From an optimization exercise on the open Yosys and OpenROAD flow, aimed at small area and a short achievable clock period; shortcuts taken in it are not production practice. No run shown here included a check of the RTL's function; only the layout flow was run.

## flow/design.v (module list and top-level ports; edited modules follow where they fit)
// module plastic_neuron: 1097 lines
// module pn_inv: 3 lines
// module pn_nand2: 3 lines
// module pn_nor2: 3 lines
// module pn_nand3: 3 lines
// module pn_xor2e: 3 lines
// module pn_xor2: 3 lines
// module pn_xnor2: 3 lines
// module pn_aoi21: 3 lines
// module pn_oai21: 3 lines
// module pn_fa: 4 lines
// module pn_ha: 4 lines
module plastic_neuron (
    input wire clk,
    input wire rst,
    input wire [15:0] input_signal,
    input wire [15:0] feedback_error,
    input wire enable_learning,
    output wire [31:0] output_signal
);
  // ...
==> flow/flow/run.sh <==
#!/bin/bash
# Layout flow: the standard flow (standard.sh), with the standard
# synthesis unchanged, and the I/O port buffers made from the plain buffer
# family (buf_N) instead of the delay-buffer cells buffer_ports picks on its
# own, so that repair_timing can size them. Each step's output goes to its
# own log in this folder.
set -euo pipefail
bash standard.sh synth > synth.log 2>&1
bash standard.sh BUFFER_PORTS_ARGS="-buffer_cell sky130_fd_sc_hd__buf_2" finish > layout.log 2>&1
==> flow/standard.sh <==
#!/bin/bash
# synth_recipe.tcl (not shown) runs the flow's synth.tcl, then flattens the netlist and writes it again
# the make line also repeats each setting of config.mk as NAME=value (left out here)
make -C /OpenROAD-flow-scripts/flow DESIGN_CONFIG=/design/flow/config.mk WORK_HOME=/design/flow/orfs CLKGATE_MAP_FILE= SYNTH_SCRIPT=/design/flow/synth_recipe.tcl "${@:-finish}"
==> flow/config.mk <==
export PLATFORM = sky130hd
export DESIGN_NAME = plastic_neuron
export DESIGN_NICKNAME = plastic_neuron
export VERILOG_FILES = /design/flow/design.v
export SDC_FILE = /design/flow/constraint.sdc
export NUM_CORES = 4
export LEC_CHECK = 0
export CAP_MARGIN = 20
export CORE_MARGIN = 2
export CORE_UTILIZATION = 40
export PLACE_DENSITY = 0.75
export SETUP_SLACK_MARGIN = 3.0
export SLEW_MARGIN = 20
export SYNTH_HIERARCHICAL = 1
==> flow/constraint.sdc <==
create_clock -name core_clock -period 7.0 [get_ports {clk}]
set_input_delay 1.4000 -clock core_clock [delete_from_list [all_inputs] [get_ports {clk}]]
set_output_delay 1.4000 -clock core_clock [all_outputs]
set_load 0.01 [all_outputs]
==> summary.txt, run 1 <==
* Hold Buf Count CTS at 0
* Taps Inserted at 275
* Reg-to-reg critical path endpoint: cut_q[48]$_DFF_PP0_
* Hold Crit Depth at 1
* Layout Skew at 0.00864 ns
* CP peak stage delay at 0.53 ns
* Largest family of logic cells by synthesized area: adder cells
* CP startpoint: input_signal[12]
* Fraction of area in multi-input gates at 0.654
* FF-to-FF path depth at 9
* Gr ovfl total at 0
* DRT antenna net count at 0
* Outcome: no timing/DRC/antenna violations
* Most frequent cells in the layout: 128 x xnor2_1, 97 x a22oi_1, 90 x fa_1
* Die Y at 150 um
* Fmax at 259 MHz
* Headroom to the max-slew limit at 0.362
* # fillers at 1990
* Yosys cell types at 37
* Met1 wire length at 7730 um
* Slew Limit Fails at 0
* Worst Path Required at 7.22 ns
* Final nets at 1007
* Synthesis-stage register bit count at 77
* Tmin final at 3.86 ns
* CP Capture Point: cut_q[46]$_DFF_PP0_
* Postcts setup bufs at 4
* CTS clk-pin slew, worst paths at 0.06 ns
* CTS resizes at 18
* Multi-input gate area at 6020 sq um
* Min-delay src: weight[8]$_DFFE_PP1P_
* GRT Util Overall at 0.178
==> run 2: changes to the inputs <==
--- a/flow/config.mk
+++ b/flow/config.mk
@@ -10,3 +10,3 @@
 export CORE_UTILIZATION = 40
-export PLACE_DENSITY = 0.75
+export GPL_TIMING_DRIVEN = 1
 export SETUP_SLACK_MARGIN = 3.0
==> run 2 against run 1 <==
Critical endpoint is now cut_q[47]$_DFF_PP0_. Cell count fell by 0.36%. Non-clock buffer count fell by 4. Largest cell class unchanged. Routed wire length rose by 3.8%. Critical path depth did not move.
==> summary.txt, run 2 <==
* RSZ-0062 raised after global routing: yes
* CP cell instances: buf_2, a22oi_1, xnor2_1, fa_1, fa_1, fa_1, fa_1
* Per-cell routed wire length at 17.6 um
* Number of synthesized flops with an enable pin at 0
* Synthesis-stage register bit count at 77 (unchanged)
* CP bufs+invs at 1
* Commonest non-fill, non-tap cell in the layout: xnor2_1
* CTS clk-pin slew, worst paths at 0.06 ns (about the same)
* GP Congestion at 0.879
* Max-Cap Viols at 0
* DR DRC count at 0
* CP top delay family: adder cells
* Post-synthesis cell count at 848
* Site Rows at 53
* Area leader, netlist: fa_1
* Fin util at 0.442
* DIE AREA at 22400 sq um
* Hold Buf Count CTS at 0 (unchanged)
* WL final at 19700 um
* Top Registers: cut_q x62, weight x15
* Worst Path Required at 7.21 ns (about the same)
* Worst Tran Pin Value at 0.717 ns
* Top cell by count, worst path: fa_1
* Via count at 5943
* I/O pin cnt at 67
* Critical path endpoint category: flop
* Final Hold Viols at 0
* CP peak stage delay at 0.53 ns (about the same)
* Final nets at 1003 (-0.40%)
* CTS tree: built
* Mapped Avg Cell Area at 10.0 sq um
* Core area at 20900 sq um
* Gr ovfl total at 0 (unchanged)
* Maximum fanout along the worst path at 16
* Die Y at 150 um (unchanged)
* Post-Syn Nets at 1010
* Number of flip-flops in the largest register at 62
* Port Buffers at 65
* TritonCTS buffer count at 9
* Post-synth top cells: 128 x xnor2_1, 98 x a22oi_1, 90 x fa_1
* Headroom to the max-slew limit at 0.522 (+0.160)
* Largest net degree at the start of global routing at 78
* Initial antenna violation count at 0
* Yosys warns at 7
* Fmax at 259 MHz (about the same)
* CP Class: in2reg
* Layout Skew at 0.00840 ns (-0.000239 ns)
* Initial DRC Count at 426
* Yosys cell types at 37 (unchanged)
* Outcome: no timing/DRC/antenna violations
* Slowest-stage cell, CP: fa_1
* Tmin final at 3.86 ns (-0.00212 ns)
* Clk sink count at 77
* Reg2reg setup slack at 3.17 ns
* Final Setup Violations at 0
* Cell area after synthesis at 8480 sq um
* DRT antenna net count at 0 (unchanged)
* Worst Hold Class: reg2reg
* Vias in the first global route at 6183
* Count leader, synth: xnor2_1
* Fin crit share at 0.551
* Root buf cell: clkbuf_16
* Share of the synthesized area in the top cell type at 0.212
* Most frequent cells in the layout: 128 x xnor2_1, 97 x a22oi_1, 90 x fa_1
* Initial core utilization at 0.406
* Share of cells above drive strength 1 at 0.182
* CP Launch Type: primary input
* Top FF cell, synth: dfrtp_1
* Worst skew pair latency at 0.35 ns
* CTS max path bufs at 2
* Top reg by flops: cut_q
* H-Tree Depth at 3
* Seq/Total Area, Yosys at 0.228
* Die width at 150 um
* Post-DP HPWL at 13400 um
* Drt pass-1 iters at 5
* Global-route wire length before repair at 32300 um
* Area delta synth->final at 8.75%
* Diodes inserted at 0
* Final TNS setup at 0 ns
* Top cells by area, synth: fa_1 21%, dfrtp_1 21%, xnor2_1 13%
* GRT Util Overall at 0.185 (+0.00666)
* Slew Limit Fails at 0 (unchanged)
* Arrival time worst endpoint at 4.07 ns
* Async S/R FF share, synth at 1.00
* Via density per instance at 5.30
## run 2: cell counts after synthesis
No cell type changed its count.
## run 2: cell families after synthesis
group,synth area share
multiplexers,0.00133
AND/OR/NAND/NOR,0.0850
XOR/XNOR,0.202
adder cells (fa/ha/maj),0.267
buffers and inverters,0.0742
other,0.000886
flip-flops,0.228
AO/OA/AOI/OAI,0.141
## run 2: path summary, 6_finish.rpt
check | startpoint | end | depth (start not counted)
setup / recovery | input_signal[13] | cut_q[47]$_DFF_PP0_ | 7
hold / removal | weight[8]$_DFFE_PP1P_ | weight[8]$_DFFE_PP1P_ | 1
setup reg to reg | weight[3]$_DFFE_PP1P_ | cut_q[50]$_DFF_PP0_ | 8
hold reg to reg | weight[8]$_DFFE_PP1P_ | weight[8]$_DFFE_PP1P_ | 1
max in group asynchronous | rst | weight[1]$_DFFE_PP0P_ | 3
min in group asynchronous | rst | cut_q[60]$_DFF_PP0_ | 3
## run 2: Yosys stat by module, one instance, submodules excluded
| module | cell area (sq um) | cells inside | flip-flops and latches | times used |
|---|---|---|---|---|
| plastic_neuron | 5130 | 528 | 77 | 1 |
| pn_fa | 20.0 | 1 | 0 | 90 |
| pn_ha | 12.5 | 1 | 0 | 29 |
| pn_aoi21 | 8.76 | 1 | 0 | 16 |
| pn_xnor2 | 8.76 | 1 | 0 | 11 |
| pn_xor2 | 8.76 | 1 | 0 | 50 |
| pn_oai21 | 5.00 | 1 | 0 | 35 |
| pn_inv | 3.75 | 1 | 0 | 8 |
| pn_nand2 | 3.75 | 1 | 0 | 36 |
| pn_nor2 | 3.75 | 1 | 0 | 45 |
## run 2: timing repair
| item | CTS | global route |
|---|---|---|
| pin swaps | 6 | 6 |
| setup endpoints to repair | 38 | 24 |
| buffers inserted | 6 | 5 |
| gates resized for setup | 17 | 19 |
## run 2: area by class of cell
class,count,area [sq um]
multi-input cells,652,6050
repair buffers,83,475
flip-flops and latches,77,1950
clock inverters,6,93.8
clock buffers,10,239
fillers,1984,11700
well taps,275,344
inverters,18,71.3
## run 2: metrics by stage
stage	setup slack, ns	std cells	instance area [sq um]	hold WS (ns)
2_1_floorplan	3.00	848	8500	0.385
3_3_place_gp	2.55	1094	8650	0.509
3_5_place_dp	2.57	1094	8660	0.517
4_1_cts	3.01	1116	9100	0.527
5_1_grt	2.98	1121	9220	0.541
6_report	3.14	1121	9220	0.529
## run 2: metal layers
layer | vias to the layer above | global-route usage | share of wire
met5 | - | 0 | 0
met4 | 0 | 0.0524 | 0.019
met3 | 26 | 0.0296 | 0.049
met2 | 172 | 0.310 | 0.49
met1 | 2961 | 0.248 | 0.44
li1 | 2784 | - | -
==> run 3: changes to the inputs <==
--- a/flow/config.mk
+++ b/flow/config.mk
@@ -10,3 +10,4 @@
 export CORE_UTILIZATION = 40
-export GPL_TIMING_DRIVEN = 1
+export CTS_CLUSTER_DIAMETER = 200
+export CTS_CLUSTER_SIZE = 30
 export SETUP_SLACK_MARGIN = 3.0
==> run 3 against run 2 <==
First-iteration DRC count unchanged. Routed wire length unchanged. Register-to-register slack about the same. Cell area unchanged. Critical path depth unchanged. Largest cell class unchanged. Critical endpoint unchanged. Synthesized cell count unchanged.
==> summary.txt, run 3 <==
* Count leader, synth: xnor2_1
* Mapped Avg Cell Area at 10.0 sq um (unchanged)
* Worst Tran Pin Value at 0.717 ns (unchanged)
* Fmax at 259 MHz (unchanged)
* Site Rows at 53 (unchanged)
* Per-cell routed wire length at 17.6 um (unchanged)
* Initial core utilization at 0.406 (unchanged)
* Final TNS setup at 0 ns (unchanged)
* Slowest-stage cell, CP: fa_1
* Core area at 20900 sq um (unchanged)
* Post-synthesis cell count at 848 (unchanged)
* Global-route wire length before repair at 32300 um (unchanged)
* GRT Util Overall at 0.185 (unchanged)
* Share of the synthesized area in the top cell type at 0.212 (unchanged)
* Top FF cell, synth: dfrtp_1
* Largest family of logic cells by synthesized area: adder cells
* Final Hold Viols at 0 (unchanged)
* Top Registers: cut_q x62, weight x15
* Yosys warns at 7 (unchanged)
* Area delta synth->final at 8.75% (unchanged)
* Root buf cell: clkbuf_16
* Via density per instance at 5.30 (unchanged)
* Drt pass-1 iters at 5 (unchanged)
* TritonCTS buffer count at 9 (unchanged)
* Diodes inserted at 0 (unchanged)
* Die width at 150 um (unchanged)
* Synth Area in XOR/XNOR at 0.202 (unchanged)
* # fillers at 1984 (unchanged)
* Die Y at 150 um (unchanged)
* Worst skew pair latency at 0.35 ns (about the same)
* GP Congestion at 0.879 (unchanged)
* Headroom to the max-slew limit at 0.522 (unchanged)
* Largest net degree at the start of global routing at 78 (unchanged)
* Dpl cells at 1094 (unchanged)
* Critical path endpoint category: flop
* CP Launch Type: primary input
* DR DRC count at 0 (unchanged)
* Top cell by count, worst path: fa_1
* Worst Hold Class: reg2reg
* RSZ-0062 raised after global routing: yes
* WL final at 19700 um (unchanged)
* Finished Layout Cells at 1121 (unchanged)
* Number of flip-flops in the largest register at 62 (unchanged)
* Compound-gate portion of the synthesized area at 0.141 (unchanged)
* Cell area after synthesis at 8480 sq um (unchanged)
* CTS max path bufs at 2 (unchanged)
* Final Setup Violations at 0 (unchanged)
* Tmin final at 3.86 ns (unchanged)
* Most frequent cells in the layout: 128 x xnor2_1, 97 x a22oi_1, 90 x fa_1
* Post-synthesis mux area share at 0.00133 (unchanged)
* Adder-Cell Fraction of Synth Area at 0.267 (unchanged)
* Synthesis-stage register bit count at 77 (unchanged)
* Final nets at 1003 (unchanged)
* CTS tree: built
* Vias in the first global route at 6183 (unchanged)
* Top reg by flops: cut_q
* Worst Path Required at 7.21 ns (about the same)
* DRT antenna net count at 0 (unchanged)
* Post-DP HPWL at 13400 um (unchanged)
* CP top delay family: adder cells
* Yosys cell types at 37 (unchanged)
* Top cells by area, synth: fa_1 21%, dfrtp_1 21%, xnor2_1 13%
* Initial DRC Count at 426 (unchanged)
* Clk sink count at 77 (unchanged)
* CP bufs+invs at 1 (unchanged)
* Max-Cap Viols at 0 (unchanged)
* Outcome: no timing/DRC/antenna violations
* Area leader, netlist: fa_1
* Post-synth top cells: 128 x xnor2_1, 98 x a22oi_1, 90 x fa_1
* Slew Limit Fails at 0 (unchanged)
* H-Tree Depth at 3 (unchanged)
* DIE AREA at 22400 sq um (unchanged)
* Number of synthesized flops with an enable pin at 0 (unchanged)
* CP peak stage delay at 0.53 ns (about the same)
* CP cell instances: buf_2, a22oi_1, xnor2_1, fa_1, fa_1, fa_1, fa_1
* Maximum fanout along the worst path at 16 (unchanged)
* Gr ovfl total at 0 (unchanged)
* Port Buffers at 65 (unchanged)
* Via count at 5943 (unchanged)
* Share of cells above drive strength 1 at 0.182 (unchanged)
* CP Class: in2reg
* CTS clk-pin slew, worst paths at 0.06 ns (about the same)
* Commonest non-fill, non-tap cell in the layout: xnor2_1
* I/O pin cnt at 67 (unchanged)
* Initial antenna violation count at 0 (unchanged)
* Layout Skew at 0.00840 ns (unchanged)
* Arrival time worst endpoint at 4.07 ns (about the same)
* Post-Syn Nets at 1010 (unchanged)
* Fin util at 0.442 (unchanged)
* Seq/Total Area, Yosys at 0.228 (unchanged)
* Synth Area in Simple Gates at 0.0850 (unchanged)
* Async S/R FF share, synth at 1.00 (unchanged)
* Fin crit share at 0.551 (unchanged)
## run 3: final cells by class
cell class | instances | area (sq um) | area share
multi-input combinational | 652 | 6050 | 0.656
clock inverter | 6 | 93.8 | 0.0102
timing repair buffer | 83 | 475 | 0.0516
clock buffer | 10 | 239 | 0.0259
tap | 275 | 344 | 0.0373
inverter | 18 | 71.3 | 0.00773
sequential | 77 | 1950 | 0.212
## run 3: modules after synthesis, one instance, submodules excluded, a selection
| module | area [sq um] | cells inside |
|---|---|---|
| pn_ha | 12.5 | 1 |
| pn_nand2 | 3.75 | 1 |
| pn_nor2 | 3.75 | 1 |
| pn_fa | 20.0 | 1 |
| pn_xor2 | 8.76 | 1 |
| pn_xnor2 | 8.76 | 1 |
| plastic_neuron | 5130 | 528 |
| pn_inv | 3.75 | 1 |
| pn_oai21 | 5.00 | 1 |
## run 3: path summary, 6_finish.rpt
check,end,slack (ns),from,cells past startpoint
setup / recovery,cut_q[47]$_DFF_PP0_,3.14,input_signal[13],7
hold / removal,weight[8]$_DFFE_PP1P_,0.53,weight[8]$_DFFE_PP1P_,1
setup reg to reg,cut_q[50]$_DFF_PP0_,3.17,weight[3]$_DFFE_PP1P_,8
hold reg to reg,weight[8]$_DFFE_PP1P_,0.53,weight[8]$_DFFE_PP1P_,1
max in group asynchronous,weight[1]$_DFFE_PP0P_,5.28,rst,3
min in group asynchronous,cut_q[60]$_DFF_PP0_,1.22,rst,3
## run 3: timing repair
item                                    in CTS  in global routing
endpoints found under the setup margin      38                 24
setup buffers                                6                  5
pin swaps                                    6                  6
gates resized for setup                     17                 19
hold buffers                                 0                  0
## run 3: kinds of logic after synthesis
family / Yosys count
other cells: 2
xor+xnor: 196
simple gates: 154
flops: 77
mux: 1
buf+inv: 119
compound gates: 172
fa+ha+maj: 127
## run 3: per-stage QoR
| stage | setup WS, ns | hold WS [ns] | instance area [sq um] |
|---|---|---|---|
| 4_1_cts | 3.01 | 0.527 | 9100 |
| 3_3_place_gp | 2.55 | 0.509 | 8650 |
| 5_1_grt | 2.98 | 0.541 | 9220 |
| 3_5_place_dp | 2.57 | 0.517 | 8660 |
| 6_report | 3.14 | 0.529 | 9220 |
| 2_1_floorplan | 3.00 | 0.385 | 8500 |
## run 3: layer usage
layer,vias to the layer above,track usage,wire length [um]
li1,2784,-,-
met1,2961,0.248,8730
met2,172,0.310,9620
met3,26,0.0296,971
met4,0,0.0524,384
met5,-,0,0
==> run 4: changes to the inputs <==
--- a/flow/config.mk
+++ b/flow/config.mk
@@ -10,5 +10,3 @@
 export CORE_UTILIZATION = 40
-export CTS_CLUSTER_DIAMETER = 200
-export CTS_CLUSTER_SIZE = 30
-export SETUP_SLACK_MARGIN = 3.0
+export SETUP_SLACK_MARGIN = 2.6
 export SLEW_MARGIN = 20
==> run 4 against run 3 <==
Clock-buffer cell count unchanged. Worst hold slack gained 0.0040 ns. Via count is 0.20% lower. Sequential share of layout area rose by 0.40 points. Clock skew decreased by 0.00079 ns. Synthesized area unchanged. Sequential cell count is the same. Critical path type is now reg2reg.
==> summary.txt, run 4 <==
* GRT Util Overall at 0.183 (-0.00254)
* Adder-Cell Fraction of Synth Area at 0.267 (unchanged)
* Most frequent cells in the layout: 128 x xnor2_1, 98 x a22oi_1, 90 x fa_1
* Post-Syn Nets at 1010 (unchanged)
* Port Buffers at 65 (unchanged)
* Met1 Use GR at 0.244 (-0.00464)
* Diodes inserted at 0 (unchanged)
* Post-synthesis cell count at 848 (unchanged)
* Initial antenna violation count at 0 (unchanged)
* Root buf cell: clkbuf_16
* M2 GR Usage at 0.307 (-0.00367)
* Initial core utilization at 0.406 (unchanged)
* Number of flip-flops in the largest register at 62 (unchanged)
* Async S/R FF share, synth at 1.00 (unchanged)
* Drt pass-1 iters at 6 (+1)
* Top cells by area, synth: fa_1 21%, dfrtp_1 21%, xnor2_1 13%
* CP cell instances: ha_1, a22oi_1, xnor2_1, fa_1, fa_1, fa_1, fa_1
* Worst Tran Pin Value at 0.797 ns (+0.0806 ns)
* Count leader, synth: xnor2_1
* Share of cells above drive strength 1 at 0.147 (-0.0349)
* Synth Area in Simple Gates at 0.0850 (unchanged)
* Site Rows at 53 (unchanged)
* Slew Limit Fails at 0 (unchanged)
* Mapped Avg Cell Area at 10.0 sq um (unchanged)
* Synth Area in XOR/XNOR at 0.202 (unchanged)
* Dpl cells at 1095 (+0.091%)
* CTS clk-pin slew, worst paths at 0.06 ns (about the same)
* Arrival time worst endpoint at 4.45 ns (+0.38 ns)
* RSZ-0062 raised after global routing: no
* Worst Hold Class: reg2reg
* Seq/Total Area, Yosys at 0.228 (unchanged)
* Seq. cell area at 1940 sq um (-0.64%)
* Final Setup Violations at 0 (unchanged)
* Worst Path Required at 7.23 ns (+0.02 ns)
* Global-route wire length before repair at 31800 um (-1.6%)
* Post-Layout Inst Area at 8990 sq um (-2.5%)
* Clk sink count at 77 (unchanged)
* CP top delay family: adder cells
* Via count at 5931 (-0.20%)
* Area delta synth->final at 6.03%
* GP Congestion at 0.862 (-1.9%)
* CTS tree: built
* I/O pin cnt at 67 (unchanged)
* Synthesis-stage register bit count at 77 (unchanged)
* Initial DRC Count at 446 (+4.7%)
* Slowest-stage cell, CP: dfstp_2
* Hold Buf Count CTS at 0 (unchanged)
* DRT antenna net count at 0 (unchanged)
* Largest family of logic cells by synthesized area: adder cells
* Final TNS setup at 0 ns (unchanged)
* CTS resizes at 3 (-14)
* Share of the synthesized area in the top cell type at 0.212 (unchanged)
* Worst skew pair latency at 0.36 ns (about the same)
* Per-cell routed wire length at 17.4 um (-0.79%)
* Max-Cap Viols at 0 (unchanged)
* Via density per instance at 5.34 (+0.70%)
* Cell area after synthesis at 8480 sq um (unchanged)
* Fin crit share at 0.603 (+0.0514)
* Top Registers: cut_q x62, weight x15
* Final nets at 993 (-1.0%)
* Yosys cell types at 37 (unchanged)
* TritonCTS buffer count at 9 (unchanged)
* CP Launch Type: flop
* Multi-input gate area at 5950 sq um (-1.6%)
* WL final at 19400 um (-1.7%)
* Reg2reg setup slack at 2.78 ns (-0.39 ns)
* CTS max path bufs at 2 (unchanged)
* # fillers at 2018 (+1.7%)
* Yosys warns at 7 (unchanged)
* DR DRC count at 0 (unchanged)
* CP bufs+invs at 0 (-1)
* Critical path endpoint category: flop
* GRT Max-Usage Layer: met2
* Gr ovfl total at 0 (unchanged)
* Die Y at 150 um (unchanged)
* Top FF cell, synth: dfrtp_1
* Postcts setup bufs at 0 (-6)
* Die width at 150 um (unchanged)
* DIE AREA at 22400 sq um (unchanged)
* Number of synthesized flops with an enable pin at 0 (unchanged)
* Vias in the first global route at 6116 (-1.1%)
* H-Tree Depth at 3 (unchanged)
* Final Hold Viols at 0 (unchanged)
* CP peak stage delay at 1.02 ns (+0.49 ns)
* Outcome: no timing/DRC/antenna violations
* CP Class: reg2reg
* Largest net degree at the start of global routing at 78 (unchanged)
* Core area at 20900 sq um (unchanged)
* Fmax at 237 MHz (-8.5%)
* Headroom to the max-slew limit at 0.468 (-0.0537)
* Post-synth top cells: 128 x xnor2_1, 98 x a22oi_1, 90 x fa_1
* Post-DP HPWL at 13600 um (+1.3%)
* Top reg by flops: cut_q
* Fin util at 0.430 (-0.0110)
* Area leader, netlist: fa_1
* Finished Layout Cells at 1111 (-0.89%)
* Layout Skew at 0.00761 ns (-0.000788 ns)
* Post-synthesis mux area share at 0.00133 (unchanged)
* Tmin final at 4.22 ns (+0.360 ns)
* Met3 usage at 0.0302 (+0.000610)
* Compound-gate portion of the synthesized area at 0.141 (unchanged)
* Commonest non-fill, non-tap cell in the layout: xnor2_1
* Top cell by count, worst path: fa_1
* Area post-placement at 8650 sq um (about the same)
* Maximum fanout along the worst path at 25 (+9)
-- run 4: cell counts after synthesis --
Identical to the previous run, type by type.
-- run 4: layout make-up --
class                   instances  share of cell area
repair buffers                 73              0.0437
inverters                      18             0.00807
flip-flops and latches         77               0.216
multi-input cells             652               0.662
clock inverters                 6             0.00584
clock buffers                  10              0.0266
well taps                     275              0.0383
-- run 4: modules after synthesis (local to each module, per instance) --
module,cell area (sq um),flip-flops and latches,cells inside,times used
pn_nor2,3.75,0,1,45
pn_ha,12.5,0,1,29
pn_oai21,5.00,0,1,35
pn_xnor2,8.76,0,1,11
pn_inv,3.75,0,1,8
pn_nand2,3.75,0,1,36
pn_xor2,8.76,0,1,50
pn_aoi21,8.76,0,1,16
plastic_neuron,5130,77,528,1
pn_fa,20.0,0,1,90
-- run 4: worst register-to-register path: cells and delay by family, from the launching register on --
family,cells,cell delay [ns]
adders and majority gates,5,2.65
DFF,1,1.02
AOI/OAI and AO/OA,1,0.22
xor gates and xnor gates,1,0.20
-- run 4: per-layer routing --
| metal | vias up | share of wire | wire [um] |
|---|---|---|---|
| met4 | 0 | 0.017 | 327 |
| met3 | 24 | 0.055 | 1070 |
| met5 | - | 0 | 0 |
| met1 | 2964 | 0.43 | 8400 |
| li1 | 2764 | - | - |
| met2 | 179 | 0.49 | 9580 |
-- run 4: worst paths after layout --
| check | start | to | cells after the start |
|---|---|---|---|
| setup reg to reg | weight[7]$_DFFE_PP1P_ | cut_q[49]$_DFF_PP0_ | 7 |
| min in group asynchronous | rst | cut_q[30]$_DFF_PP0_ | 3 |
| hold reg to reg | weight[8]$_DFFE_PP1P_ | weight[8]$_DFFE_PP1P_ | 1 |
| hold / removal | weight[8]$_DFFE_PP1P_ | weight[8]$_DFFE_PP1P_ | 1 |
| max in group asynchronous | rst | weight[13]$_DFFE_PP0P_ | 3 |
| setup / recovery | weight[7]$_DFFE_PP1P_ | cut_q[49]$_DFF_PP0_ | 7 |
-- run 4: through the flow --
stage	hold WS, ns	setup slack [ns]
finish	0.533	2.78
global route	0.551	2.60
detailed placement	0.521	2.53
CTS	0.542	2.59
global placement	0.515	2.58
floorplan	0.385	2.91
-- run 4: kinds of logic after synthesis --
logic type | after synthesis
adder cells (fa/ha/maj) | 127
multiplexers | 1
flip-flops | 77
buffers and inverters | 119
XOR/XNOR | 196
AO/OA/AOI/OAI | 172
AND/OR/NAND/NOR | 154
other | 2
==> run 5: changes to the inputs <==
--- a/flow/config.mk
+++ b/flow/config.mk
@@ -10,3 +10,3 @@
 export CORE_UTILIZATION = 40
-export SETUP_SLACK_MARGIN = 2.6
+export SETUP_SLACK_MARGIN = 3.4
 export SLEW_MARGIN = 20
==> run 5 against run 4 <==
Routed wire length up 4.2%. Critical path type is now reg2out. Cell count increased by 4.1%. Highest routed layer unchanged.
==> summary.txt, run 5 <==
* Synthesis-stage register bit count at 77 (unchanged)
* Worst Tran Pin Value at 0.693 ns (-0.105 ns)
* CTS tree: built
* Initial DRC Count at 361 (-19%)
* Global-route wire length before repair at 32600 um (+2.6%)
* Top reg by flops: cut_q
* GRT Util Overall at 0.188 (+0.00500)
* Reg2reg setup slack at 3.41 ns (+0.63 ns)
* Gr ovfl total at 0 (unchanged)
* Clk sink count at 77 (unchanged)
* Slew Limit Fails at 0 (unchanged)
* Post-Layout Inst Area at 10100 sq um (+13%)
* Port Buffers at 65 (unchanged)
* H-Tree Depth at 3 (unchanged)
* Async S/R FF share, synth at 1.00 (unchanged)
* Headroom to the max-slew limit at 0.538 (+0.0697)
* DIE AREA at 22400 sq um (unchanged)
* Post-DP HPWL at 13500 um (-0.56%)
* Final Setup Violations at 0 (unchanged)
* Post-synth top cells: 128 x xnor2_1, 98 x a22oi_1, 90 x fa_1
* Site Rows at 53 (unchanged)
* Initial antenna violation count at 0 (unchanged)
* DRT antenna net count at 0 (unchanged)
* Diodes inserted at 0 (unchanged)
* Compound-gate portion of the synthesized area at 0.141 (unchanged)
* Synth Area in XOR/XNOR at 0.202 (unchanged)
* Final TNS setup at 0 ns (unchanged)
* Fin crit share at 0.543 (-0.0595)
* CP Class: reg2out
* Reg-to-reg critical path endpoint: cut_q[48]$_DFF_PP0_
* Area delta synth->final at 19.3%
* Worst skew pair latency at 0.36 ns (about the same)
* Cell area after synthesis at 8480 sq um (unchanged)
* Layout Skew at 0.0109 ns (+0.00326 ns)
* Top Registers: cut_q x62, weight x15
* Drt pass-1 iters at 5 (-1)
* Hold Crit Depth at 1 (unchanged)
* Post-synthesis mux area share at 0.00133 (unchanged)
* DR DRC count at 0 (unchanged)
* Dpl cells at 1096 (+0.091%)
* Worst Path Required at 5.60 ns (-1.63 ns)
* RSZ-0062 raised after global routing: yes
* Tmin final at 3.80 ns (-0.416 ns)
* R2r startpoint: weight[3]$_DFFE_PP1P_
* Min-delay src: weight[8]$_DFFE_PP1P_
* CP peak stage delay at 0.41 ns (-0.61 ns)
* Seq/Total Area, Yosys at 0.228 (unchanged)
* Post-Syn Nets at 1010 (unchanged)
* Root buf cell: clkbuf_16
* WL final at 20200 um (+4.2%)
* Vias in the first global route at 6277 (+2.6%)
* Finished Layout Cells at 1156 (+4.1%)
* GP Congestion at 0.834 (-3.2%)
* CTS max path bufs at 2 (unchanged)
* Mapped Avg Cell Area at 10.0 sq um (unchanged)
* Largest family of logic cells by synthesized area: adder cells
* CP Launch Type: flop
* Area leader, netlist: fa_1
* Initial core utilization at 0.406 (unchanged)
* Yosys warns at 7 (unchanged)
* Arrival time worst endpoint at 2.40 ns (-2.05 ns)
* Final Hold Viols at 0 (unchanged)
* Slowest-stage cell, CP: dfrtp_1
* Synth Area in Simple Gates at 0.0850 (unchanged)
* Adder-Cell Fraction of Synth Area at 0.267 (unchanged)
* Critical path endpoint category: primary output
* Area post-placement at 8850 sq um (+2.2%)
* Number of synthesized flops with an enable pin at 0 (unchanged)
* Post-synthesis cell count at 848 (unchanged)
* Number of flip-flops in the largest register at 62 (unchanged)
* # fillers at 1916 (-5.1%)
* Die Y at 150 um (unchanged)
* Worst Hold Class: reg2reg
* Core area at 20900 sq um (unchanged)
* Count leader, synth: xnor2_1
* Most frequent cells in the layout: 111 x xnor2_1, 69 x fa_1, 69 x dfrtp_1
* Final nets at 1038 (+4.5%)
* Yosys cell types at 37 (unchanged)
* Commonest non-fill, non-tap cell in the layout: xnor2_1
* Share of the synthesized area in the top cell type at 0.212 (unchanged)
* Fmax at 263 MHz (+11%)
* Outcome: no timing/DRC/antenna violations
* Top cells by area, synth: fa_1 21%, dfrtp_1 21%, xnor2_1 13%
* CP cell instances: nor2_2, nor2_2, a21oi_4, o21ai_4, a21oi_4, inv_2, a21oi_4, inv_2, a21oi_4, buf_4, xnor2_2, buf_2
* CTS clk-pin slew, worst paths at 0.07 ns (about the same)
* Worst hold margin at 0.555 ns (+0.0217 ns)
* Largest net degree at the start of global routing at 78 (unchanged)
* Die width at 150 um (unchanged)
* TritonCTS buffer count at 9 (unchanged)
* CP startpoint: cut_q[3]$_DFF_PP0_
* Top cell by count, worst path: a21oi_4
* FF-to-FF path depth at 10 (+3)
* Hold Path Sink: weight[8]$_DFFE_PP1P_
* Top FF cell, synth: dfrtp_1
* Fin util at 0.484 (+0.0540)
* Max-Cap Viols at 0 (unchanged)
* Maximum fanout along the worst path at 3 (-88%)
* Via count at 6144 (+3.6%)
* Per-cell routed wire length at 17.5 um (+0.17%)
* Via density per instance at 5.31 (-0.44%)
* I/O pin cnt at 67 (unchanged)
* Share of cells above drive strength 1 at 0.312 (+0.165)
-- run 5: cell counts after synthesis --
No cell type changed its count.
-- run 5: final cells by class --
| type | count | area [sq um] | area share |
|---|---|---|---|
| multi-input cells | 652 | 6550 | 0.647 |
| flip-flops and latches | 77 | 1960 | 0.193 |
| repair buffers | 117 | 892 | 0.0882 |
| well taps | 275 | 344 | 0.0340 |
| clock buffers | 10 | 239 | 0.0236 |
| inverters | 18 | 80.1 | 0.00791 |
| clock inverters | 6 | 51.3 | 0.00507 |
| repair inverters | 1 | 5.00 | 0.000495 |
-- run 5: routing by layer --
metal	part of all wire	track usage	wire, um	up-vias
met5	0	0	0	-
met4	0.021	0.0605	429	0
met3	0.050	0.0366	1010	32
met2	0.50	0.312	10100	174
met1	0.43	0.246	8610	3083
li1	-	-	-	2855
-- run 5: per-module statistics from Yosys, one instance, submodules excluded, excerpt --
module / cells inside / flops+latches / times used
pn_oai21: 1 / 0 / 35
pn_aoi21: 1 / 0 / 16
pn_inv: 1 / 0 / 8
pn_fa: 1 / 0 / 90
plastic_neuron: 528 / 77 / 1
pn_xor2: 1 / 0 / 50
pn_nand2: 1 / 0 / 36
pn_xnor2: 1 / 0 / 11
-- run 5: worst max path at each step --
stage | endpoint | slack, ns | cells past startpoint
floorplan | cut_q[46]$_DFF_PP0_ | 3.09 | 8
global placement | cut_q[52]$_DFF_PP0_ | 2.51 | 9
detailed placement | cut_q[52]$_DFF_PP0_ | 2.48 | 9
CTS | output_signal[27] | 3.11 | 12
global route | output_signal[27] | 3.07 | 12
finish | output_signal[27] | 3.20 | 12
-- run 5: cells by family (layout without fill, tap and decap cells) --
logic type      count (synthesis)  in the layout
flops                          77             77
xor+xnor                      196            196
mux                             1              1
compound gates                172            172
buf+inv                       119            152
other cells                     2              2
simple gates                  154            154
fa+ha+maj                     127            127
-- run 5: per-stage QoR --
stage	worst slack, ns
2_1_floorplan	3.09
3_3_place_gp	2.51
3_5_place_dp	2.48
4_1_cts	3.11
5_1_grt	3.07
6_report	3.20
-- run 5: critical path: cells and delay by family, from the launching register on --
| kind | cells | cell delay (ns) |
|---|---|---|
| compound gates | 5 | 0.88 |
| xor+xnor | 1 | 0.10 |
| buf+inv | 4 | 0.43 |
| flops | 1 | 0.41 |
| simple gates | 2 | 0.22 |
-- run 5: timing repair --
| item | in CTS | in global routing |
|---|---|---|
| endpoints found under the setup margin | 57 | 36 |
| hold buffers | 0 | 0 |
| cloned | 0 | 1 |
| buffers inserted | 20 | 23 |
| resized for setup | 71 | 64 |
| pin swaps | 25 | 35 |
==> run 6: changes to the inputs <==
--- a/flow/config.mk
+++ b/flow/config.mk
@@ -7,7 +7,7 @@
 export LEC_CHECK = 0
-export CAP_MARGIN = 20
+export CAP_MARGIN = 5
 export CORE_MARGIN = 2
 export CORE_UTILIZATION = 40
-export SETUP_SLACK_MARGIN = 3.4
-export SLEW_MARGIN = 20
+export SETUP_SLACK_MARGIN = 3.0
+export SLEW_MARGIN = 5
 export SYNTH_HIERARCHICAL = 1
==> run 6 against run 5 <==
Still clean. Global-route usage down 0.36 points. Cell count shrank 3.1%. Synthesized area stayed put. Clock-buffer cell count stayed put. Setup slack lost 0.053 ns. Critical path type unchanged. Largest cell class unchanged. Highest routed layer unchanged.
==> summary.txt, run 6 <==
* Share of the synthesized area in the top cell type at 0.212 (unchanged)
* WL final at 19700 um (-2.6%)
* Top cells by area, synth: fa_1 21%, dfrtp_1 21%, xnor2_1 13%
* Core area at 20900 sq um (unchanged)
* I/O pin cnt at 67 (unchanged)
* Critical path endpoint category: primary output
* Diodes inserted at 0 (unchanged)
* Top FF cell, synth: dfrtp_1
* Global-route wire length before repair at 32000 um (-2.0%)
* Synthesis-stage register bit count at 77 (unchanged)
* CP Launch Type: flop
* Count leader, synth: xnor2_1
* Hold Crit Depth at 1 (unchanged)
* Fmax at 259 MHz (-1.4%)
* Root buf cell: clkbuf_16
* Initial core utilization at 0.406 (unchanged)
* Arrival time worst endpoint at 2.46 ns (+0.06 ns)
* # fillers at 2015 (+5.2%)
* Slew Limit Fails at 0 (unchanged)
* Worst skew pair latency at 0.36 ns (about the same)
* Share of cells above drive strength 1 at 0.181 (-0.131)
* FF-to-FF path depth at 8 (-2)
* CTS clk-pin slew, worst paths at 0.06 ns (about the same)
* Commonest non-fill, non-tap cell in the layout: xnor2_1
* Post-synth top cells: 128 x xnor2_1, 98 x a22oi_1, 90 x fa_1
* Port Buffers at 65 (unchanged)
* Fin crit share at 0.551 (+0.00764)
* Hold Buf Count CTS at 0 (unchanged)
* Area delta synth->final at 8.26%
* Area leader, netlist: fa_1
* Met1 wire length at 8490 um (-1.4%)
* RSZ-0062 raised after global routing: yes
* Largest net degree at the start of global routing at 78 (unchanged)
* R2r startpoint: weight[3]$_DFFE_PP1P_
* Worst Hold Class: reg2reg
* Gr ovfl total at 0 (unchanged)
* Via count at 5988 (-2.5%)
* Top Registers: cut_q x62, weight x15
* Met3 WL at 1200 um (+18%)
* Die width at 150 um (unchanged)
* Max-Cap Viols at 0 (unchanged)
* Post-synthesis cell count at 848 (unchanged)
* Initial DRC Count at 502 (+39%)
* Yosys warns at 7 (unchanged)
* Final WS setup at 3.14 ns (-0.0535 ns)
* DRT antenna net count at 0 (unchanged)
* Vias in the first global route at 6115 (-2.6%)
* Via density per instance at 5.35 (+0.59%)
* Yosys cell types at 37 (unchanged)
* Async S/R FF share, synth at 1.00 (unchanged)
* GP Congestion at 0.879 (+5.4%)
* Number of synthesized flops with an enable pin at 0 (unchanged)
* Finished Layout Cells at 1120 (-3.1%)
* Worst Path Required at 5.60 ns (about the same)
* Worst Tran Pin Value at 0.971 ns (+0.278 ns)
* Final TNS setup at 0 ns (unchanged)
* Final Setup Violations at 0 (unchanged)
* Fin util at 0.440 (-0.0449)
* Max layer used: met4
* Final Hold Viols at 0 (unchanged)
* Top reg by flops: cut_q
* H-Tree Depth at 3 (unchanged)
* CTS max path bufs at 2 (unchanged)
* Site Rows at 53 (unchanged)
* DR DRC count at 0 (unchanged)
* Min-delay src: weight[8]$_DFFE_PP1P_
* Clk sink count at 77 (unchanged)
* Pre-CTS setup slack at 2.54 ns (+0.0590 ns)
* Worst hold margin at 0.526 ns (-0.0283 ns)
* Die Y at 150 um (unchanged)
* CP Class: reg2out
* Final nets at 1002 (-3.5%)
* Tmin final at 3.86 ns (+0.0535 ns)
* Most frequent cells in the layout: 128 x xnor2_1, 97 x a22oi_1, 90 x fa_1
* Layout Skew at 0.0127 ns (+0.00179 ns)
* Headroom to the max-slew limit at 0.353 (-0.185)
* Cell area after synthesis at 8480 sq um (unchanged)
* Reg2reg setup slack at 3.16 ns (-0.25 ns)
* Post-Syn Nets at 1010 (unchanged)
* Number of flip-flops in the largest register at 62 (unchanged)
* Maximum fanout along the worst path at 3 (unchanged)
* Outcome: no timing/DRC/antenna violations
* TritonCTS buffer count at 9 (unchanged)
* Drt pass-1 iters at 5 (unchanged)
* CTS tree: built
* Wire length on met2 at 9540 um (-5.9%)
* Dpl cells at 1094 (-0.18%)
* Per-cell routed wire length at 17.6 um (+0.48%)
* GRT Util Overall at 0.184 (-0.00363)
* Post-DP HPWL at 13400 um (-0.62%)
* Hold Path Sink: weight[8]$_DFFE_PP1P_
* Seq/Total Area, Yosys at 0.228 (unchanged)
* Reg-to-reg critical path endpoint: cut_q[50]$_DFF_PP0_
* Mapped Avg Cell Area at 10.0 sq um (unchanged)
* DIE AREA at 22400 sq um (unchanged)
* Initial antenna violation count at 0 (unchanged)
-- run 6: worst max-delay path by stage --
stage                                 startpoint                   to  slack [ns]
after detailed placement  weight[13]$_DFFE_PP0P_  cut_q[49]$_DFF_PP0_        2.54
after global placement    weight[13]$_DFFE_PP0P_  cut_q[49]$_DFF_PP0_        2.55
after global routing          cut_q[5]$_DFF_PP0_    output_signal[30]        2.97
final                        cut_q[33]$_DFF_PP0_    output_signal[28]        3.14
after CTS                    cut_q[33]$_DFF_PP0_    output_signal[28]        3.00
after floorplan                  input_signal[2]  cut_q[49]$_DFF_PP0_        3.00
-- run 6: layer usage --
layer	up-vias	global-route usage
met4	0	0.0605
li1	2777	-
met2	199	0.302
met5	-	0
met1	2983	0.250
met3	29	0.0274
-- run 6: critical path, stage by stage, from the launching register on --
cell     delay, ns
dfrtp_1       0.41
nor2_2        0.17
o21ai_4       0.10
a21oi_4       0.19
o21ai_4       0.09
a21oi_4       0.23
inv_2         0.09
a21oi_4       0.20
inv_1         0.07
a21oi_2       0.14
o21ai_1       0.10
xor2_1        0.16
buf_2         0.14
-- run 6: logic make-up after synthesis --
kind of cell / after synthesis / share of synthesized area
adders and majority gates: 127 / 0.267
DFF: 77 / 0.228
other: 2 / 0.000886
xor gates and xnor gates: 196 / 0.202
buffers and inverters: 119 / 0.0742
muxes: 1 / 0.00133
AOI/OAI and AO/OA: 172 / 0.141
and+or+nand+nor: 154 / 0.0850
-- run 6: stage by stage --
stage / cell area [sq um]
3_5_place_dp: 8650
5_1_grt: 9180
2_1_floorplan: 8500
6_report: 9180
4_1_cts: 9070
3_3_place_gp: 8650
-- run 6: Yosys stat by module, one instance, submodules excluded --
module	cells	times used
plastic_neuron	528	1
pn_aoi21	1	16
pn_fa	1	90
pn_ha	1	29
pn_inv	1	8
pn_nand2	1	36
pn_nor2	1	45
pn_oai21	1	35
pn_xnor2	1	11
pn_xor2	1	50
-- run 6: repair_timing --
action | in CTS | in global routing
setup endpoints to repair | 39 | 25
setup buffers | 5 | 5
pin swaps | 5 | 6
gates resized for setup | 20 | 18
-- run 6: final cells by class --
cell class | count | area, sq um | share of cell area
multi-input combinational | 652 | 6040 | 0.658
sequential | 77 | 1950 | 0.213
timing repair buffer | 82 | 464 | 0.0506
tap | 275 | 344 | 0.0375
clock buffer | 10 | 239 | 0.0260
inverter | 18 | 71.3 | 0.00777
clock inverter | 6 | 68.8 | 0.00750
==> run 7: changes to the inputs <==
--- a/flow/config.mk
+++ b/flow/config.mk
@@ -10,3 +10,3 @@
 export CORE_UTILIZATION = 40
-export SETUP_SLACK_MARGIN = 3.0
+export SETUP_SLACK_MARGIN = 3.1
 export SLEW_MARGIN = 5
==> run 7 against run 6 <==
Still clean. Setup slack improved by 0.025 ns. Synthesized cell count unchanged. Via count grew 1.1%. Cell count increased by 0.45%. Critical path type unchanged. Largest cell class unchanged.
==> summary.txt, run 7 <==
* Maximum fanout along the worst path at 3 (unchanged)
* I/O pin cnt at 67 (unchanged)
* DIE AREA at 22400 sq um (unchanged)
* Layout Skew at 0.00434 ns (-0.00833 ns)
* Die width at 150 um (unchanged)
* Top FF cell, synth: dfrtp_1
* Post-Syn Nets at 1010 (unchanged)
* GRT Util Overall at 0.190 (+0.00576)
* Cell area after synthesis at 8480 sq um (unchanged)
* CP Launch Type: flop
* Yosys cell types at 37 (unchanged)
* Via count at 6054 (+1.1%)
* H-Tree Depth at 3 (unchanged)
* Fin crit share at 0.547 (-0.00353)
* Hold Buf Count CTS at 0 (unchanged)
* Fmax at 261 MHz (+0.65%)
* Final Hold Viols at 0 (unchanged)
* Site Rows at 53 (unchanged)
* DRT antenna net count at 0 (unchanged)
* Top Registers: cut_q x62, weight x15
* Initial antenna violation count at 1 (+1)
* Gr ovfl total at 0 (unchanged)
* Worst Tran Pin Value at 0.992 ns (+0.0212 ns)
* Post-Layout Inst Area at 9350 sq um (+1.9%)
* Seq/Total Area, Yosys at 0.228 (unchanged)
* Top cells by area, synth: fa_1 21%, dfrtp_1 21%, xnor2_1 13%
* Count leader, synth: xnor2_1
* Mapped Avg Cell Area at 10.0 sq um (unchanged)
* Async S/R FF share, synth at 1.00 (unchanged)
* Worst Hold Class: reg2reg
* Critical path endpoint category: primary output
* Headroom to the max-slew limit at 0.339 (-0.0142)
* FF-to-FF path depth at 9 (+1)
* Share of cells above drive strength 1 at 0.218 (+0.0368)
* Drt pass-1 iters at 5 (unchanged)
* Commonest non-fill, non-tap cell in the layout: xnor2_1
* Worst Path Required at 5.60 ns (about the same)
* Arrival time worst endpoint at 2.43 ns (-0.03 ns)
* Max-Cap Viols at 0 (unchanged)
* Worst skew pair latency at 0.35 ns (about the same)
* Initial core utilization at 0.406 (unchanged)
* Post-synth top cells: 128 x xnor2_1, 98 x a22oi_1, 90 x fa_1
* Final TNS setup at 0 ns (unchanged)
* Die Y at 150 um (unchanged)
* CTS tree: built
* Final WS setup at 3.17 ns (+0.0247 ns)
* Top reg by flops: cut_q
* CP Class: reg2out
* Slew Limit Fails at 0 (unchanged)
* Vias in the first global route at 6034 (-1.3%)
* RSZ-0062 raised after global routing: yes
* Global-route wire length before repair at 32700 um (+2.2%)
* Final nets at 1007 (+0.50%)
* Tmin final at 3.83 ns (-0.0247 ns)
* Initial DRC Count at 406 (-19%)
* Synthesis-stage register bit count at 77 (unchanged)
* Post-synthesis cell count at 848 (unchanged)
* Clk sink count at 77 (unchanged)
* CTS max path bufs at 2 (unchanged)
* DR DRC count at 0 (unchanged)
* Area post-placement at 8770 sq um (+1.4%)
* Outcome: no timing/DRC/antenna violations
* Dpl cells at 1095 (+0.091%)
* Final Setup Violations at 0 (unchanged)
* CTS clk-pin slew, worst paths at 0.06 ns (about the same)
* Port Buffers at 65 (unchanged)
* WL final at 20200 um (+2.6%)
* Root buf cell: clkbuf_16
* Number of flip-flops in the largest register at 62 (unchanged)
* R2r startpoint: weight[5]$_DFFE_PP1P_
* Area leader, netlist: fa_1
* GP Congestion at 0.837 (-4.8%)
* Finished Layout Cells at 1125 (+0.45%)
* Reg2reg setup slack at 3.28 ns (+0.12 ns)
* Largest net degree at the start of global routing at 78 (unchanged)
* Core area at 20900 sq um (unchanged)
* Per-cell routed wire length at 17.9 um (+2.2%)
* Post-DP HPWL at 14700 um (+9.4%)
* CP Capture Point: output_signal[28]
* Worst hold margin at 0.531 ns (+0.00499 ns)
* Via density per instance at 5.38 (+0.65%)
* CP startpoint: cut_q[33]$_DFF_PP0_
* Pre-CTS setup slack at 2.48 ns (-0.0593 ns)
* Most frequent cells in the layout: 126 x xnor2_1, 82 x fa_1, 78 x a22oi_1
* Area delta synth->final at 10.3%
* Share of the synthesized area in the top cell type at 0.212 (unchanged)
* Reg-to-reg critical path endpoint: cut_q[47]$_DFF_PP0_
* Number of synthesized flops with an enable pin at 0 (unchanged)
* Yosys warns at 7 (unchanged)
* TritonCTS buffer count at 9 (unchanged)
==> run 7: cell counts after synthesis <==
Identical to the previous run, type by type.
==> run 7: layer usage <==
metal | track usage | part of all wire | up-vias
li1 | - | - | 2793
met1 | 0.244 | 0.42 | 3012
met2 | 0.326 | 0.50 | 221
met3 | 0.0338 | 0.062 | 28
met4 | 0.0576 | 0.021 | 0
met5 | 0 | 0 | -
==> run 7: Yosys stat by module, one instance, submodules excluded <==
module          cell area [sq um]  cells  flip-flops and latches  copies in the design
plastic_neuron               5130    528                      77                     1
pn_aoi21                     8.76      1                       0                    16
pn_fa                        20.0      1                       0                    90
pn_ha                        12.5      1                       0                    29
pn_inv                       3.75      1                       0                     8
pn_nand2                     3.75      1                       0                    36
pn_nor2                      3.75      1                       0                    45
pn_oai21                     5.00      1                       0                    35
pn_xnor2                     8.76      1                       0                    11
pn_xor2                      8.76      1                       0                    50
==> run 7: logic make-up after synthesis <==
group	after synthesis	synth area share
other cells	2	0.000886
compound gates	172	0.141
xor+xnor	196	0.202
buf+inv	119	0.0742
fa+ha+maj	127	0.267
simple gates	154	0.0850
mux	1	0.00133
flops	77	0.228
==> run 7: area by class of cell <==
| class | count | area, sq um |
|---|---|---|
| clock inverter | 5 | 61.3 |
| timing repair buffer | 87 | 514 |
| clock buffer | 10 | 239 |
| fill | 2013 | 11500 |
| inverter | 18 | 73.8 |
| tap | 275 | 344 |
| sequential | 77 | 1950 |
| antenna | 1 | 2.50 |
| multi-input combinational | 652 | 6170 |
==> run 7: critical path: stages (launching register included) <==
cell and delay [ns]:
dfrtp_1 0.41, nor2_2 0.13, o21ai_2 0.08, a21oi_2 0.24, o21ai_4 0.13, a21oi_4 0.22, inv_4 0.09, a21oi_4 0.21
inv_2 0.05, a21oi_2 0.16, o21ai_1 0.10, xor2_1 0.14, buf_2 0.14
==> run 7: what timing repair did <==
item | in CTS | in global routing
gates cloned | 0 | 0
buffers inserted | 7 | 7
pin swaps | 8 | 13
gates resized for setup | 23 | 19
endpoints found under the setup margin | 50 | 28
==> run 7: how the worst min path moves through the flow <==
stage          cells past startpoint                     end                   start  slack (ns)
2_1_floorplan                      0     cut_q[32]$_DFF_PP0_   weight[1]$_DFFE_PP0P_        0.38
3_3_place_gp                       1  weight[14]$_DFFE_PP0P_  weight[14]$_DFFE_PP0P_        0.51
3_5_place_dp                       1  weight[14]$_DFFE_PP0P_  weight[14]$_DFFE_PP0P_        0.52
4_1_cts                            1  weight[14]$_DFFE_PP0P_  weight[14]$_DFFE_PP0P_        0.53
5_1_grt                            1   weight[8]$_DFFE_PP1P_   weight[8]$_DFFE_PP1P_        0.57
6_report                           1  weight[14]$_DFFE_PP0P_  weight[14]$_DFFE_PP0P_        0.53
==> run 7: stage by stage <==
step / utilization
after global routing: 0.448
after floorplan: -
after global placement: 0.420
final: 0.448
after detailed placement: 0.420
after CTS: 0.441
==> run 8: changes to the inputs <==
==> flow/flow/run.sh (replaced) <==
#!/bin/bash
# Layout flow: the standard flow (standard.sh) with the standard
# synthesis unchanged, and two changes to how the layout is made:
#  - the I/O port buffers are plain buf_2 cells (which repair_timing can
#    size) instead of the delay buffers buffer_ports picks on its own;
#  - clock tree synthesis builds from clkbuf_8 cells and adds no dummy loads.
# Each step logs to its own file in this folder.
set -euo pipefail
bash standard.sh synth > synth.log 2>&1
bash standard.sh BUFFER_PORTS_ARGS="-buffer_cell sky130_fd_sc_hd__buf_2" \
  CTS_ARGS="-sink_clustering_enable -repair_clock_nets -dont_use_dummy_load -buf_list sky130_fd_sc_hd__clkbuf_8" \
  finish > layout.log 2>&1
--- a/flow/config.mk
+++ b/flow/config.mk
@@ -10,3 +10,3 @@
 export CORE_UTILIZATION = 40
-export SETUP_SLACK_MARGIN = 3.1
+export SETUP_SLACK_MARGIN = 3.0
 export SLEW_MARGIN = 5
==> run 8 against run 7 <==
Critical path depth stayed put. Clock skew increased by 0.020 ns. Routed wire length is 2.8% lower. Critical endpoint is now output_signal[20].
==> summary.txt, run 8 <==
* Outcome: no timing/DRC/antenna violations
* DR DRC count at 0 (unchanged)
* Mapped Avg Cell Area at 10.0 sq um (unchanged)
* Post-synthesis cell count at 848 (unchanged)
* Number of synthesized flops with an enable pin at 0 (unchanged)
* Worst Hold Class: reg2reg
* Fin crit share at 0.551 (+0.00368)
* Worst skew pair latency at 0.38 ns (+0.03 ns)
* Vias in the first global route at 6116 (+1.4%)
* I/O pin cnt at 67 (unchanged)
* # fillers at 2041 (+1.4%)
* Top reg by flops: cut_q
* Top cells by area, synth: fa_1 21%, dfrtp_1 21%, xnor2_1 13%
* Fmax at 259 MHz (-0.67%)
* GP Congestion at 0.879 (+5.1%)
* CTS max path bufs at 2 (unchanged)
* Tmin final at 3.86 ns (+0.0258 ns)
* Area delta synth->final at 6.92%
* Synthesis-stage register bit count at 77 (unchanged)
* Share of cells above drive strength 1 at 0.184 (-0.0340)
* Core area at 20900 sq um (unchanged)
* Seq/Total Area, Yosys at 0.228 (unchanged)
* DIE AREA at 22400 sq um (unchanged)
* Area leader, netlist: fa_1
* Slew Limit Fails at 0 (unchanged)
* Per-cell routed wire length at 17.5 um (-2.2%)
* RSZ-0062 raised after global routing: yes
* Layout Skew at 0.0239 ns (+0.0196 ns)
* CP cell instances: nor2_2, o21ai_4, a21oi_4, o21ai_4, a21oi_4, inv_2, buf_4, buf_4, a21oi_2, o21ai_1, xor2_1, buf_2
* Drt pass-1 iters at 6 (+1)
* Count leader, synth: xnor2_1
* Diodes inserted at 0 (-1)
* Yosys cell types at 37 (unchanged)
* CP peak stage delay at 0.41 ns (about the same)
* Gr ovfl total at 0 (unchanged)
* Worst hold margin at 0.524 ns (-0.00722 ns)
* Worst Tran Pin Value at 0.972 ns (-0.0205 ns)
* GRT Util Overall at 0.183 (-0.00681)
* Share of the synthesized area in the top cell type at 0.212 (unchanged)
* Port Buffers at 65 (unchanged)
* TritonCTS buffer count at 9 (unchanged)
* Fin util at 0.434 (-0.0137)
* H-Tree Depth at 3 (unchanged)
* Slowest-stage cell, CP: dfrtp_1
* Final Setup Violations at 0 (unchanged)
* Via density per instance at 5.36 (-0.45%)
* Die width at 150 um (unchanged)
* Max-Cap Viols at 0 (unchanged)
* Largest net degree at the start of global routing at 78 (unchanged)
* CP top delay family: compound AO/OA/AOI/OAI gates
* Root buf cell: clkbuf_8
* CP Class: reg2out
* Cell area after synthesis at 8480 sq um (unchanged)
* CTS tree: built
* Initial DRC Count at 534 (+32%)
* Site Rows at 53 (unchanged)
* Async S/R FF share, synth at 1.00 (unchanged)
* Most frequent cells in the layout: 128 x xnor2_1, 97 x a22oi_1, 90 x fa_1
* Yosys warns at 7 (unchanged)
* CP Launch Type: flop
* Final Hold Viols at 0 (unchanged)
* Die Y at 150 um (unchanged)
* Headroom to the max-slew limit at 0.352 (+0.0136)
* Post-DP HPWL at 13400 um (-8.6%)
* Critical path endpoint category: primary output
* Top Registers: cut_q x62, weight x15
* CTS clk-pin slew, worst paths at 0.08 ns (+0.02 ns)
* Commonest non-fill, non-tap cell in the layout: xnor2_1
* Initial antenna violation count at 0 (-1)
* Arrival time worst endpoint at 2.46 ns (+0.03 ns)
* Post-Syn Nets at 1010 (unchanged)
* Number of flip-flops in the largest register at 62 (unchanged)
* Post-synth top cells: 128 x xnor2_1, 98 x a22oi_1, 90 x fa_1
* Top FF cell, synth: dfrtp_1
* CP bufs+invs at 4 (+1)
* Clk sink count at 77 (unchanged)
* Worst Path Required at 5.60 ns (about the same)
* Hold Buf Count CTS at 0 (unchanged)
* Final nets at 1007 (unchanged)
* Global-route wire length before repair at 31900 um (-2.4%)
* Maximum fanout along the worst path at 3 (unchanged)
* Final TNS setup at 0 ns (unchanged)
* DRT antenna net count at 0 (unchanged)
* Via count at 5989 (-1.1%)
* WL final at 19600 um (-2.8%)
* Initial core utilization at 0.406 (unchanged)
## run 8: final cells by class
cell class,count,area (sq um),share of cell area
Timing Repair Buffer,87,505,0.0557
Tap cell,275,344,0.0379
Inverter,18,71.3,0.00787
Sequential cell,77,1950,0.215
Clock buffer,9,124,0.0137
Multi-Input combinational cell,652,6070,0.669
## run 8: worst reg2reg max path, delay by kind of cell (launching register included)
| family | cells | cell delay [ns] |
|---|---|---|
| XOR/XNOR | 1 | 0.29 |
| flip-flops | 1 | 0.73 |
| AND/OR/NAND/NOR | 1 | 0.09 |
| AO/OA/AOI/OAI | 2 | 0.71 |
| adder cells (fa/ha/maj) | 4 | 1.88 |
## run 8: routing by layer
layer / up-vias / GRT usage / wire length [um]
li1: 2779 / - / -
met1: 2985 / 0.248 / 8400
met2: 202 / 0.304 / 9570
met3: 23 / 0.0302 / 1300
met4: 0 / 0.0490 / 350
met5: - / 0 / 0
## run 8: cells by family after synthesis
family,count (synthesis),share of synthesized area
flops,77,0.228
other cells,2,0.000886
compound gates,172,0.141
simple gates,154,0.0850
xor+xnor,196,0.202
buf+inv,119,0.0742
fa+ha+maj,127,0.267
mux,1,0.00133
## run 8: stage by stage
stage | area (sq um) | instances | setup slack [ns]
after floorplan | 8500 | 848 | 3.00
after global placement | 8650 | 1094 | 2.55
after detailed placement | 8650 | 1094 | 2.54
after CTS | 8900 | 1110 | 3.01
after global routing | 9070 | 1118 | 2.99
final | 9070 | 1118 | 3.14
## run 8: Yosys stat by module, one instance, submodules excluded
module | cells inside | flip-flops and latches | times used
plastic_neuron | 528 | 77 | 1
pn_fa | 1 | 0 | 90
pn_ha | 1 | 0 | 29
pn_aoi21 | 1 | 0 | 16
pn_xnor2 | 1 | 0 | 11
pn_xor2 | 1 | 0 | 50
pn_oai21 | 1 | 0 | 35
pn_inv | 1 | 0 | 8
pn_nand2 | 1 | 0 | 36
pn_nor2 | 1 | 0 | 45
## run 8: worst paths after layout
check	slack (ns)	endpoint	cells after the start	startpoint
hold / removal	0.52	weight[8]$_DFFE_PP1P_	1	weight[8]$_DFFE_PP1P_
setup / recovery	3.14	output_signal[20]	12	cut_q[2]$_DFF_PP0_
hold reg to reg	0.52	weight[8]$_DFFE_PP1P_	1	weight[8]$_DFFE_PP1P_
setup reg to reg	3.18	cut_q[50]$_DFF_PP0_	8	weight[3]$_DFFE_PP1P_
min in group asynchronous	1.32	cut_q[59]$_DFF_PP0_	3	rst
max in group asynchronous	4.99	weight[11]$_DFFE_PP0P_	3	rst
## run 8: repair_timing
| item | 4_1_cts | 5_1_grt |
|---|---|---|
| pin swaps | 8 | 9 |
| buffers inserted | 7 | 8 |
| endpoints found under the setup margin | 40 | 28 |
| resized for setup | 21 | 25 |
| hold endpoints to repair | 0 | 0 |
==> run 9: changes to the inputs <==
--- a/flow/config.mk
+++ b/flow/config.mk
@@ -13 +13,2 @@
 export SYNTH_HIERARCHICAL = 1
+export TNS_END_PERCENT = 10
==> run 9 against run 8 <==
Die area unchanged. Critical path depth stayed put. Global-route usage up 0.28 points. Non-clock buffer count increased by 6. Synthesized area stayed put. Core utilization hardly changed. Worst hold slack gained 0.0045 ns. Highest routed layer unchanged. First-iteration DRC count is 8.1% lower.
==> summary.txt, run 9 <==
* R2r startpoint: weight[1]$_DFFE_PP0P_
* Worst hold margin at 0.529 ns (+0.00450 ns)
* Headroom to the max-slew limit at 0.348 (-0.00414)
* WP depth at 12 (unchanged)
* Die Y at 150 um (unchanged)
* Area delta synth->final at 6.86% (about the same)
* Clk sink count at 77 (unchanged)
* Worst Path Required at 5.60 ns (about the same)
* Count leader, synth: xnor2_1
* Per-cell routed wire length at 17.3 um (-1.2%)
* Die width at 150 um (unchanged)
* Worst Hold Class: reg2reg
* Worst skew pair latency at 0.38 ns (about the same)
* Reg2reg setup slack at 3.18 ns (about the same)
* CP Launch Type: flop
* Final TNS setup at 0 ns (unchanged)
* Yosys warns at 7 (unchanged)
* Site Rows at 53 (unchanged)
* Number of flip-flops in the largest register at 62 (unchanged)
* Slowest-stage cell, CP: dfrtp_1
* DRT antenna net count at 0 (unchanged)
* Outcome: no timing/DRC/antenna violations
* Gr ovfl total at 0 (unchanged)
* I/O pin cnt at 67 (unchanged)
* Share of cells above drive strength 1 at 0.179 (-0.00483)
* Post-synth top cells: 128 x xnor2_1, 98 x a22oi_1, 90 x fa_1
* Most frequent cells in the layout: 128 x xnor2_1, 98 x a22oi_1, 90 x fa_1
* Core area at 20900 sq um (unchanged)
* Finished Layout Cells at 1124 (+0.54%)
* Fin crit share at 0.550 (-0.000570)
* Top Registers: cut_q x62, weight x15
* Max-Cap Viols at 0 (unchanged)
* WL final at 19500 um (-0.64%)
* Reg-to-reg critical path endpoint: cut_q[50]$_DFF_PP0_
* CP top delay family: compound AO/OA/AOI/OAI gates
* GRT Max-Usage Layer: met2
* Arrival time worst endpoint at 2.45 ns (about the same)
* Fmax at 260 MHz (+0.10%)
* Initial antenna violation count at 0 (unchanged)
* Top FF cell, synth: dfrtp_1
* Vias in the first global route at 6249 (+2.2%)
* Initial core utilization at 0.406 (unchanged)
* GRT Util Overall at 0.186 (+0.00285)
* Yosys cell types at 37 (unchanged)
* CP bufs+invs at 3 (-1)
* Number of synthesized flops with an enable pin at 0 (unchanged)
* Drt pass-1 iters at 8 (+2)
run 9: layout make-up:
cell class              instances  area (sq um)
repair buffers                 93           539
multi-input cells             652          6030
flip-flops and latches         77          1950
inverters                      18          71.3
clock buffers                   9           124
fillers                      2012         11800
well taps                     275           344
run 9: timing repair:
action / in CTS / in global routing
setup buffers: 13 / 5
gates resized for setup: 23 / 12
setup endpoints to repair: 39 / 25
gates cloned: 0 / 0
pin swaps: 9 / 9
run 9: worst min-delay path by stage:
| stage | startpoint | endpoint | slack (ns) | cells after the start |
|---|---|---|---|---|
| 6_report | weight[8]$_DFFE_PP1P_ | weight[8]$_DFFE_PP1P_ | 0.53 | 1 |
| 5_1_grt | weight[8]$_DFFE_PP1P_ | weight[8]$_DFFE_PP1P_ | 0.55 | 1 |
| 4_1_cts | weight[8]$_DFFE_PP1P_ | weight[8]$_DFFE_PP1P_ | 0.53 | 1 |
| 3_5_place_dp | weight[8]$_DFFE_PP1P_ | weight[8]$_DFFE_PP1P_ | 0.52 | 1 |
| 3_3_place_gp | weight[8]$_DFFE_PP1P_ | weight[8]$_DFFE_PP1P_ | 0.51 | 1 |
| 2_1_floorplan | weight[1]$_DFFE_PP0P_ | cut_q[32]$_DFF_PP0_ | 0.38 | 0 |
run 9: cells by family (layout without fill, tap and decap cells):
logic type / count (synthesis) / after routing / share of synthesized area
AO/OA/AOI/OAI: 172 / 172 / 0.141
XOR/XNOR: 196 / 196 / 0.202
adder cells (fa/ha/maj): 127 / 127 / 0.267
buffers and inverters: 119 / 120 / 0.0742
flip-flops: 77 / 77 / 0.228
multiplexers: 1 / 1 / 0.00133
other: 2 / 2 / 0.000886
AND/OR/NAND/NOR: 154 / 154 / 0.0850
run 9: per-layer routing:
| metal | vias up | wire length (um) | share of wire |
|---|---|---|---|
| met3 | 23 | 1170 | 0.060 |
| met1 | 3023 | 8290 | 0.43 |
| li1 | 2790 | - | - |
| met5 | - | 0 | 0 |
| met2 | 197 | 9760 | 0.50 |
| met4 | 0 | 276 | 0.014 |
run 9: Yosys stat by module, one instance, submodules excluded, a selection:
module	area, sq um	cells inside	flops+latches	times used
pn_ha	12.5	1	0	29
pn_xnor2	8.76	1	0	11
pn_aoi21	8.76	1	0	16
pn_oai21	5.00	1	0	35
pn_nand2	3.75	1	0	36
pn_nor2	3.75	1	0	45
pn_inv	3.75	1	0	8
run 9: per-stage QoR:
| step | worst slack [ns] | cell area [sq um] | utilization |
|---|---|---|---|
| global placement | 2.64 | 8660 | 0.415 |
| finish | 3.15 | 9060 | 0.434 |
| floorplan | 2.99 | 8490 | - |
| CTS | 2.99 | 8980 | 0.430 |
| global route | 2.97 | 9060 | 0.434 |
| detailed placement | 2.56 | 8660 | 0.415 |

## what the ideal ports hide
In the flow no input, the clock included, has a driving cell. The finished layouts below were timed again as built, in two steps. Step 1 (the two cells are an assumption about what drives the block):
set clk [get_ports {clk}]
set_driving_cell -lib_cell sky130_fd_sc_hd__clkbuf_16 $clk
set_driving_cell -lib_cell sky130_fd_sc_hd__buf_2 [delete_from_list [all_inputs] $clk]
Step 2 times the ports against the registers' clock, not the clock port: input delays grow and output delays shrink by t, the midpoint of the rising clock arrivals with the driver on. Three values: ideal, step 1, step 2; two values: the first two.
run	shift t [ns]	setup WS [ns]	worst hold slack (ns)
run 1	0.390	3.140 / 3.102 / 2.772	0.530 / 0.530 / 0.530
run 2	0.389	3.142 / 3.108 / 2.765	0.529 / 0.529 / 0.529
run 3	0.389	3.142 / 3.108 / 2.765	0.529 / 0.529 / 0.529
run 4	0.395	2.782 / 2.743 / 2.756	0.533 / 0.533 / 0.533
run 5	0.394	3.198 / 3.155 / 3.027	0.555 / 0.555 / 0.555
run 6	0.397	3.145 / 3.099 / 2.800	0.526 / 0.526 / 0.526
run 7	0.385	3.170 / 3.129 / 2.828	0.531 / 0.531 / 0.531
run 8	0.402	3.144 / 3.106 / 2.803	0.524 / 0.524 / 0.524
run 9	0.399	3.148 / 3.110 / 2.769	0.529 / 0.529 / 0.529
After both steps setup and hold are still met in every run listed. The setup slack of run 9, which loses most, moves by -0.038 ns with the drivers and by -0.379 ns with both steps.
